This is an optimization exercise on Yosys and OpenROAD, whose aim is a short achievable clock period and few clock cycles, not a production implementation.
The flow treats the clock pin as an ideal source, which a real chip does not have.
Power is estimated from default activity; no workload was simulated.

==> module RegisterModule, before the edit <==
module RegisterModule (
	input [31*64-1:0] regs,
	input [4:0] sel,
	output [63:0] q
);
	wire [31:0] line_lo, line_hi;
	RegisterMux dec_lo (.sel(sel), .line(line_lo));
	RegisterMux dec_hi (.sel(sel), .line(line_hi));
	genvar i, j;
	generate
		for (j = 0; j < 64; j = j + 1) begin : b
			wire [31:0] n;       
			for (i = 0; i < 31; i = i + 1) begin : r
				AndI c (j < 32 ? line_lo[i] : line_hi[i], regs[i*64 + j], n[i]);
			end
			assign n[31] = 1'b1;
			wire [7:0] o;        
			for (i = 0; i < 8; i = i + 1) begin : g4
				Nand4 c (n[4*i], n[4*i+1], n[4*i+2], n[4*i+3], o[i]);
			end
			wire [3:0] p;        
			for (i = 0; i < 4; i = i + 1) begin : g8
				Nor2 c (o[2*i], o[2*i+1], p[i]);
			end
			Nand4 out (p[0], p[1], p[2], p[3], q[j]);
		end
	endgenerate
endmodule
==> module RegisterMux, before the edit <==
module RegisterMux (
	input [4:0] sel,
	output [31:0] line
);
	genvar i;
	generate
		for (i = 0; i < 32; i = i + 1) begin : l
			assign line[i] = sel == i;
		end
	endgenerate
endmodule
==> module Nand4, before the edit <==
module Nand4 (input a, input b, input c, input d, output y);
	assign y = ~(a & b & c & d);
endmodule
clock: 8.0 ns
lec_check: 0
cap_margin: 20
core_margin: 2
core_utilization: 30
gpl_timing_driven: 1
setup_slack_margin: 5
slew_margin: 20
synth_hierarchical: 1
standard.sh (not shown) runs the stock make flow with config.mk's settings and CLKGATE_MAP_FILE= SYNTH_SCRIPT=/design/flow/synth_recipe.tcl, a recipe that flattens the netlist after the stock synthesis.
==> flow/flow/run.sh <==
#!/bin/bash
# Layout flow: the standard synthesis, unchanged, then the standard ORFS
# steps with these settings changed:
#  - ports are buffered with a plain buffer (by default the port buffering
#    picks a delay cell, which the footprint-bound sizing then mostly keeps);
#  - the resizer may swap a cell for one of the same function with another
#    footprint;
#  - CTS ends with a second timing repair pass (flow/extra_repair.tcl).
# Each step's output is kept in a log of its own here.
set -euo pipefail
bash standard.sh synth > synth.log 2>&1
bash standard.sh "BUFFER_PORTS_ARGS=-buffer_cell sky130_fd_sc_hd__buf_6" MATCH_CELL_FOOTPRINT=0 \
	"POST_CTS_TCL=$PWD/flow/extra_repair.tcl" finish > layout.log 2>&1
==> flow/flow/extra_repair.tcl <==
# A second timing repair pass at the end of CTS (the first one, ORFS's own,
# often stops with paths it could still improve), then legalize again.
estimate_parasitics -placement
repair_timing_helper
set result [catch { detailed_placement } msg]
if { $result != 0 } {
  error "Detailed placement failed after the extra repair: $msg"
}
check_placement -verbose
estimate_parasitics -placement
report_worst_slack -max
Edit:
--- a/flow/design.v
+++ b/flow/design.v
@@ -62,12 +62,20 @@
 	wire nz_add, nz_and, nz_orr;
 	SignExtend t_add (.v(bad_add), .nz(nz_add));
 	SignExtend t_and (.v(a & b), .nz(nz_and));
 	SignExtend t_orr (.v(g), .nz(nz_orr));
 	assign z = (add & ~nz_add) | (and_ & ~nz_and) | (orr & ~nz_orr);
 endmodule
+module ALUMux (
+	input d0,
+	input d1,
+	input s,
+	output y
+);
+	assign y = s ? d1 : d0;
+endmodule
 module Adder (
 	input [63:0] a,
 	input [63:0] b,
 	input cin,
 	output [63:0] sum,
 	output [63:0] sumn
@@ -304,45 +312,38 @@
 endmodule
 module RegisterModule (
 	input [31*64-1:0] regs,
 	input [4:0] sel,
 	output [63:0] q
 );
-	wire [31:0] line_lo, line_hi;
-	RegisterMux dec_lo (.sel(sel), .line(line_lo));
-	RegisterMux dec_hi (.sel(sel), .line(line_hi));
 	genvar i, j;
 	generate
 		for (j = 0; j < 64; j = j + 1) begin : b
-			wire [31:0] n;       
-			for (i = 0; i < 31; i = i + 1) begin : r
-				AndI c (j < 32 ? line_lo[i] : line_hi[i], regs[i*64 + j], n[i]);
+			wire [31:0] e;
+			for (i = 0; i < 31; i = i + 1) begin : ent
+				assign e[i] = regs[i*64 + j];
 			end
-			assign n[31] = 1'b1;
-			wire [7:0] o;        
-			for (i = 0; i < 8; i = i + 1) begin : g4
-				Nand4 c (n[4*i], n[4*i+1], n[4*i+2], n[4*i+3], o[i]);
+			assign e[31] = 1'b0;
+			wire [7:0] m1;
+			for (i = 0; i < 8; i = i + 1) begin : l1
+				RegisterMux c (.d(e[4*i+3:4*i]), .s(sel[1:0]), .y(m1[i]));
 			end
-			wire [3:0] p;        
-			for (i = 0; i < 4; i = i + 1) begin : g8
-				Nor2 c (o[2*i], o[2*i+1], p[i]);
+			wire [1:0] m2;
+			for (i = 0; i < 2; i = i + 1) begin : l2
+				RegisterMux c (.d(m1[4*i+3:4*i]), .s(sel[3:2]), .y(m2[i]));
 			end
-			Nand4 out (p[0], p[1], p[2], p[3], q[j]);
+			ALUMux l3 (.d0(m2[0]), .d1(m2[1]), .s(sel[4]), .y(q[j]));
 		end
 	endgenerate
 endmodule
 module RegisterMux (
-	input [4:0] sel,
-	output [31:0] line
+	input [3:0] d,
+	input [1:0] s,
+	output y
 );
-	genvar i;
-	generate
-		for (i = 0; i < 32; i = i + 1) begin : l
-			assign line[i] = sel == i;
-		end
-	endgenerate
+	assign y = s[1] ? (s[0] ? d[3] : d[2]) : (s[0] ? d[1] : d[0]);
 endmodule
 module PreI (input g1, input p1, input g0, input p0, output gn, output pn);
 	assign gn = ~(g1 | (p1 & g0));
 	assign pn = ~(p1 & p0);
 endmodule
 module PreN (input gn1, input pn1, input gn0, input pn0, output g, output p);
@@ -376,15 +377,12 @@
 module And4 (input a, input b, input c, input d, output y);
 	assign y = a & b & c & d;
 endmodule
 module Nor2 (input a, input b, output y);
 	assign y = ~(a | b);
 endmodule
-module Nand4 (input a, input b, input c, input d, output y);
-	assign y = ~(a & b & c & d);
-endmodule
 module SignExtend (
 	input [63:0] v,
 	output nz
 );
 	wire [31:0] l1;
 	wire [15:0] l2;
What happened:
- The changed run finished clean
- final cell count drops by 17%
- worst setup slack got worse by 0.20 ns
- global-route usage drops by 2.2 points
- worst hold slack barely changes
- wire length drops by 5.6%
- total power climbs by 9.6%
- fmax drops by 5.7%
- sequential share of layout area drops by 1.7 points
- final area climbs by 4.4%
- via count drops by 16%
- first-iteration DRC count drops by 19%
- core utilization climbs by 0.11 points
- synthesized cell count drops by 27%
No functional check of the RTL was part of any run of this note.

==> what the ideal ports hide <==
Ports are ideal in the flow. The routed layouts listed here were re-timed in OpenROAD. Step 1 assumes that a clkbuf_16 drives the clock port and a buf_2 every other input. Step 2 moves the port delays by t, midway between the first and last clock arrival at a register: inputs arrive t later, outputs are due t later. That takes back most of the time a late clock gives input paths. a / b / c = no drivers / after step 1 / after step 2; a / b = the first two.
run | t, ns | slack for setup (ns) | worst register clock-pin slew, ns
the first run | 1.048 | 4.777 / 4.676 / 3.857 | 0.08 / 0.08
the second run | 1.082 | 4.581 / 4.531 / 3.449 | 0.08 / 0.08
After both steps every run listed still meets setup and hold. For the second run, which loses most, drivers alone change the setup slack by -0.050 ns; drivers and shift together by -1.132 ns.
